What follows belongs to an exercise in optimizing a design on an open flow for small area and a short achievable clock period; a production flow would make more cautious choices.
RTL that was checked went through simulation tests only; none was proved equivalent to the original.
Power and IR drop assume default switching activity.

v6:
==> flow/design.v (excerpt) <==
module tanh9slices (
    input wire clk,
    input wire rst_n,
    input wire signed [15:0] x0_in,
    input wire signed [15:0] x1_in,
    input wire valid_in,
    output wire signed [15:0] y0_out,
    output wire signed [15:0] y1_out,
    output reg valid_out
);
    reg v1, v2;
    always @(posedge clk or negedge rst_n) begin
        if (!rst_n) begin
            v1 <= 1'b0; v2 <= 1'b0; valid_out <= 1'b0;
        end else begin
            v1 <= valid_in; v2 <= v1; valid_out <= v2;
        end
    end
    tanh9_lane lane0 (.clk(clk), .x(x0_in), .y(y0_out));
    tanh9_lane lane1 (.clk(clk), .x(x1_in), .y(y1_out));
endmodule
Size: about 880 cells after synthesis, about 130 flip-flops, roughly 0.0078 mm2 of cells after synthesis.
Settings: LEC_CHECK=0, CAP_MARGIN=20, CORE_MARGIN=2, CORE_UTILIZATION=40, SLEW_MARGIN=20; clock period 8.0 ns.
standard.sh (not shown) runs the stock make flow with config.mk's settings and CLKGATE_MAP_FILE= SYNTH_SCRIPT=/design/flow/synth_recipe.tcl, a recipe that flattens the netlist after the stock synthesis.
==> flow/flow/run.sh <==
#!/bin/bash
set -euo pipefail
mapfile -t KNOBS < <(grep -v '^\s*$' flow/knobs.txt)
bash standard.sh "${KNOBS[@]}" finish > flow_make.log 2>&1
==> flow/flow/knobs.txt <==
SETUP_SLACK_MARGIN=5.45
CTS_ARGS=-sink_clustering_enable -repair_clock_nets -buf_list sky130_fd_sc_hd__clkbuf_8 -dont_use_dummy_load
BUFFER_PORTS_ARGS=-buffer_cell sky130_fd_sc_hd__buf_1
--- input diff v6..v7 ---
--- a/flow/design.v
+++ b/flow/design.v
@@ -1,23 +1,21 @@
 `timescale 1ns / 1ps
 module tanh9_lane (
     input  wire        clk,
     input  wire [15:0] x,
     output wire [15:0] y
 );
     wire        s_in = x[15];
     wire [14:0] ua   = x[14:0] ^ {15{s_in}};
     wire sat_in = ua[14] | ua[13] | (ua[12] & ua[11]);
-    wire c1 = (x[10:0] < 11'd683);
-    wire c2 = (x[10:0] > 11'd1364);
-    wire lo683  = s_in ? c2 : c1;
-    wire hi1365 = s_in ? c1 : c2;
+    wire lo683  = (ua[10:0] < 11'd683);
+    wire hi1365 = (~ua[10:0] < 11'd683);
     reg        s1_s, s1_sat, s1_h;
     reg [10:0] s1_u;
     reg        gA, gB, gC, gD, gE;
     always @(posedge clk) begin
         s1_s   <= s_in;
         s1_sat <= sat_in;
         s1_u   <= x[10:0];
         s1_h   <= ua[12];
         gA <= ~sat_in & ~ua[12] & ~ua[11] &  lo683;     
         gB <= ~sat_in & ~ua[12] & ~ua[11] & ~lo683;     
[summary]
v7 went all the way through synthesis, placement and routing and the layout is clean on timing, DRC and antenna. v6 ran to completion and came out clean on the timing, design-rule and antenna checks. Relative to v6, portion of total power attributed to the clock network increased by 2.6 points in v7. Utilization v6 -> v7: down. From v6 to v7 the numbers moved as follows: minimum setup slack in the final design rose by 0.046 ns; worst hold slack rose by 0.010 ns; combinational power share fell by 6.4 points. For the total routing usage reported by global routing, v7 came in 1.1 points lower than v6 did. Compared to v6, the router laid down less metal wire for v7. In the flow results for v7 and v6, the final area is smaller on v7. Compared with v6, the detailed router inserted fewer vias in v7. Re initial core utilization: v7 is 0.24 points up on v6.
Only the layout flow was run in v6; the RTL was not checked for function there.


tanh9slices, a different RTL version from the one above (not shown whole).
Size in the first run: ~130 flip-flops.
// tanh9slices
module tanh9slices (
    input wire clk,
    input wire rst_n,
    input wire signed [15:0] x0_in,
    input wire signed [15:0] x1_in,
    input wire valid_in,
    output wire signed [15:0] y0_out,
    output wire signed [15:0] y1_out,
    output reg valid_out
);
Settings: LEC_CHECK=0, CAP_MARGIN=20, CORE_MARGIN=2, CORE_UTILIZATION=40, SLEW_MARGIN=20; clock period 8.0 ns.
==> flow/flow/run.sh <==
#!/bin/bash
set -euo pipefail
mapfile -t KNOBS < <(grep -v '^\s*$' flow/knobs.txt)
bash standard.sh "${KNOBS[@]}" "PRE_GLOBAL_PLACE_TCL=$PWD/flow/ports.tcl" finish > flow_make.log 2>&1
==> flow/flow/knobs.txt <==
SETUP_SLACK_MARGIN=5.4
CTS_ARGS=-sink_clustering_enable -repair_clock_nets -buf_list sky130_fd_sc_hd__clkbuf_8 -dont_use_dummy_load
BUFFER_PORTS_ARGS=-inputs -buffer_cell sky130_fd_sc_hd__buf_1
==> flow/flow/ports.tcl <==
# Buffer the output ports (ORFS's buffer_ports call then buffers the inputs).
buffer_ports -outputs -buffer_cell sky130_fd_sc_hd__buf_2
The baseline completed with no timing, DRC or antenna violations.
Then changed:
--- a/flow/design.v
+++ b/flow/design.v
@@ -170,23 +170,23 @@
     wire c141 = (p75 & c107) | (p75 & s108) | (c107 & s108);
     wire s142 = p77 ^ p78 ^ c109;
     wire c143 = (p77 & p78) | (p77 & c109) | (p78 & c109);
     wire s144 = p80 ^ p81;
     wire c145 = p80 & p81;
     wire s146 = p82 ^ p83;
     wire [21:0] ra = {c145, c143, c141, c139, c137, c135, c133, c131, c129, c127, c125, c123, c121, c119, c117, c115, c113, c111, p9, p5, p4, p1};
     wire [21:0] rb = {s146, s144, s142, s140, s138, s136, s134, s132, s130, s128, s126, s124, s122, s120, s118, s116, s114, s112, s110, 1'b0, 1'b0, p2};
-    wire [6:0] lo = {1'b0, ra[5:0]} + {1'b0, rb[5:0]};
+    wire [7:0] lo = {1'b0, ra[6:0]} + {1'b0, rb[6:0]};
     reg        s2_s, s2_c;
-    reg [21:6] s2_a, s2_b;
+    reg [21:7] s2_a, s2_b;
     always @(posedge clk) begin
-        s2_s <= s; s2_c <= lo[6]; s2_a <= ra[21:6]; s2_b <= rb[21:6];
-    end
-    wire [21:6] sum = s2_a + s2_b + {15'd0, s2_c};
+        s2_s <= s; s2_c <= lo[7]; s2_a <= ra[21:7]; s2_b <= rb[21:7];
+    end
+    wire [21:7] sum = s2_a + s2_b + {14'd0, s2_c};
     wire [10:0] r = sum[21:11];
     reg        s3_s;
     reg [10:0] s3_y;
     always @(posedge clk) begin
         s3_s <= s2_s;
         s3_y <= r;
     end
     assign y = {{5{s3_s}}, s3_y};
Wire length rose by 6.1%.
Register-to-register slack is worse by 0.03 ns.
Sequential share of layout area fell by 1.9 points.
Setup slack is worse by 0.016 ns.
Synthesized cell count rose by 3.5%.
Die area rose by 3.3%.
Clock-buffer cell count stays the same.
Cell area rose by 3.0%.
Via count rose by 3.4%.
For the second run of this note, only the layout was checked, not whether the RTL still works.


Setup of the previous run:
Another version of the RTL of tanh9slices (not shown whole).
Size: about 1000 cells after synthesis, ~9000 um2 of cells after synthesis.
Settings: LEC_CHECK=0, CAP_MARGIN=20, CORE_MARGIN=2, CORE_UTILIZATION=40, SLEW_MARGIN=20; clock period 8.0 ns.
==> flow/flow/run.sh <==
#!/bin/bash
set -euo pipefail
MARGIN=$(cat flow/margin.txt)
bash standard.sh SETUP_SLACK_MARGIN=$MARGIN finish > flow_make.log 2>&1
==> flow/flow/margin.txt <==
5.6
The previous run: full flow OK, the timing, design-rule and antenna checks passed
Input changes introduced in the current run (baseline for comparison: the previous run):
--- a/flow/design.v
+++ b/flow/design.v
@@ -184,30 +184,29 @@
     wire s155 = p71 ^ c122 ^ s123;
     wire c156 = (p71 & c122) | (p71 & s123) | (c122 & s123);
     wire s157 = p75 ^ c124 ^ s125;
     wire c158 = (p75 & c124) | (p75 & s125) | (c124 & s125);
     wire s159 = p77 ^ p78 ^ c126;
     wire c160 = (p77 & p78) | (p77 & c126) | (p78 & c126);
     wire s161 = p79 ^ p80;
     wire c162 = p79 & p80;
     wire s163 = p81 ^ p82;
     wire [21:0] ra = {c162, c160, c158, c156, c154, c152, c150, c148, c146, c144, c142, c140, c138, c136, c134, c132, c130, c128, p13, p8, p6, p2};
     wire [21:0] rb = {s163, s161, s159, s157, s155, s153, s151, s149, s147, s145, s143, s141, s139, s137, s135, s133, s131, s129, s127, p9, p7, p3};
-    wire [4:0] lo = {1'b0, ra[3:0]} + {1'b0, rb[3:0]};
+    wire [11:0] lo = {1'b0, ra[10:0]} + {1'b0, rb[10:0]};
     reg        s2_s, s2_sat, s2_c;
-    reg [21:4] s2_a, s2_b;
+    reg [10:0] s2_a, s2_b;
     always @(posedge clk) begin
-        s2_s <= s; s2_sat <= s1_sat; s2_c <= lo[4]; s2_a <= ra[21:4]; s2_b <= rb[21:4];
-    end
-    wire [21:4] sum = s2_a + s2_b + {17'd0, s2_c};
-    wire [10:0] r = sum[21:11];
+        s2_s <= s; s2_sat <= s1_sat; s2_c <= lo[11]; s2_a <= ra[21:11]; s2_b <= rb[21:11];
+    end
+    wire [10:0] r = s2_a + s2_b + {10'd0, s2_c};
     reg        s3_s;
     reg [10:0] s3_y;
     always @(posedge clk) begin
         s3_s <= s2_s;
         s3_y <= s2_sat ? (s2_s ? 11'h00A : 11'h7F6) : (r ^ {11{s2_s}});
     end
     assign y = {{5{s3_s}}, s3_y};
 endmodule
 module tanh9slices (
     input wire clk,
     input wire rst_n,
## What came out
- The layout buffer count excluding clock buffers of the current run is higher than that of the previous run.
- Per the comparison of the current run with the previous run, clock power has decreased, data arrival time of the worst path has increased, number of nets in the layout has decreased.
- The current run ends up with lower first-pass GRT wire length than the previous run does.
- In the current run relative to the previous run, final non-filler cell area had gone down by a few percent.
- Taking the previous run as the reference, in the current run final total power went down; final wirelength went down.
- Routed via count divided by cell count delta for the current run relative to the previous run: about 0.6% lower
- The current run vs. the previous run: post-CTS setup buffer count went up by 8.
No functional check of the RTL was part of the current run.


tanh9slices, a different RTL version from the one above (not shown whole).
Size: ~850 cells after synthesis, ~130 flip-flops, ~68 I/O pins, roughly 7600 um2 of cells after synthesis.
Design tanh9slices, start of the top module:
module tanh9slices (
    input wire clk,
    input wire rst_n,
    input wire signed [15:0] x0_in,
    input wire signed [15:0] x1_in,
    input wire valid_in,
    output wire signed [15:0] y0_out,
    output wire signed [15:0] y1_out,
    output reg valid_out
);
clock: 8.0 ns
lec_check: 0
cap_margin: 20
core_margin: 2
core_utilization: 40
slew_margin: 20
==> flow/flow/run.sh <==
#!/bin/bash
set -euo pipefail
mapfile -t KNOBS < <(grep -v '^\s*$' flow/knobs.txt)
bash standard.sh "${KNOBS[@]}" finish > flow_make.log 2>&1
==> flow/flow/knobs.txt <==
SETUP_SLACK_MARGIN=5.6
CTS_BUF_LIST=sky130_fd_sc_hd__clkbuf_8
BUFFER_PORTS_ARGS=-buffer_cell sky130_fd_sc_hd__buf_2
The baseline finished with timing, DRC and antenna clean.
Edit:
--- a/flow/design.v
+++ b/flow/design.v
@@ -168,19 +168,19 @@
     wire c139 = (p73 & p74) | (p73 & c105) | (p74 & c105);
     wire s140 = p76 ^ p77;
     wire c141 = p76 & p77;
     wire s142 = p78 ^ p79;
     wire [21:0] ra = {c141, c139, c137, c135, c133, c131, c129, c127, c125, c123, c121, c119, c117, c115, c113, c111, c109, c107, p8, p5, p4, p1};
     wire [21:0] rb = {s142, s140, s138, s136, s134, s132, s130, s128, s126, s124, s122, s120, s118, s116, s114, s112, s110, s108, s106, 1'b0, 1'b0, p2};
-    wire [8:0] lo = {1'b0, ra[7:0]} + {1'b0, rb[7:0]};
+    wire [6:0] lo = {1'b0, ra[5:0]} + {1'b0, rb[5:0]};
     reg        s2_s, s2_sat, s2_c;
-    reg [21:8] s2_a, s2_b;
+    reg [21:6] s2_a, s2_b;
     always @(posedge clk) begin
-        s2_s <= s; s2_sat <= s1_sat; s2_c <= lo[8]; s2_a <= ra[21:8]; s2_b <= rb[21:8];
-    end
-    wire [21:8] sum = s2_a + s2_b + {13'd0, s2_c};
+        s2_s <= s; s2_sat <= s1_sat; s2_c <= lo[6]; s2_a <= ra[21:6]; s2_b <= rb[21:6];
+    end
+    wire [21:6] sum = s2_a + s2_b + {15'd0, s2_c};
     wire [10:0] r = sum[21:11];
     reg        s3_s;
     reg [10:0] s3_y;
     always @(posedge clk) begin
         s3_s <= s2_s;
         s3_y <= s2_sat ? (s2_s ? 11'h00A : 11'h7F6) : r;
What happened:
- worst setup slack gets better by 0.036 ns
- power climbs by 6.0%
- count of clock-buffer cells in the layout is unchanged
- hold slack gets better by 0.014 ns
- register-to-register slack gets better by 0.21 ns
- routed wire length stays flat
- utilization drops by 3.9 points
- maximum frequency climbs by 1.4%
- first-iteration DRC count drops by 9.8%
- design area stays flat
- die area climbs by 7.9%
- clock power drops by about 12%
- non-clock buffer count drops by 36
- sequential power climbs by about 7%
No functional check of the RTL was part of the first run of this note.

==> static timing again, ports no longer ideal <==
In the flow no input, the clock included, has a driving cell. The finished layouts below were timed again as built, in two steps.
Step 1, drivers: a clkbuf_16 drives clk and a buf_2 each remaining input, both assumed.
Step 2 times the ports against the registers' clock, not the clock port: input delays grow and output delays shrink by t, the midpoint of the rising clock arrivals with the driver on.
a / b / c = ideal / step 1 / step 2; a / b = the first two.
run	t, ns	setup WS [ns]	hold slack, ns
v6	0.462	5.422 / 5.429 / 4.968	0.325 / 0.325 / 0.325
v7	0.461	5.468 / 5.430 / 5.198	0.335 / 0.335 / 0.335
the first run of note 2	0.471	5.480 / 5.436 / 5.201	0.316 / 0.316 / 0.316
the second run of note 2	0.473	5.463 / 5.424 / 5.167	0.337 / 0.337 / 0.337
the previous run	0.458	5.488 / 5.446 / 5.211	0.333 / 0.333 / 0.333
the current run	0.444	5.050 / 5.050 / 5.050	0.352 / 0.352 / 0.352
the first run of note 4	0.463	5.428 / 5.420 / 4.957	0.341 / 0.341 / 0.341
the second run of note 4	0.486	5.464 / 5.426 / 5.117	0.354 / 0.354 / 0.354
After both steps setup and hold are still met in every run listed. For the first run of note 4, which loses most, drivers alone change the setup slack by -0.008 ns; drivers and shift together by -0.471 ns.
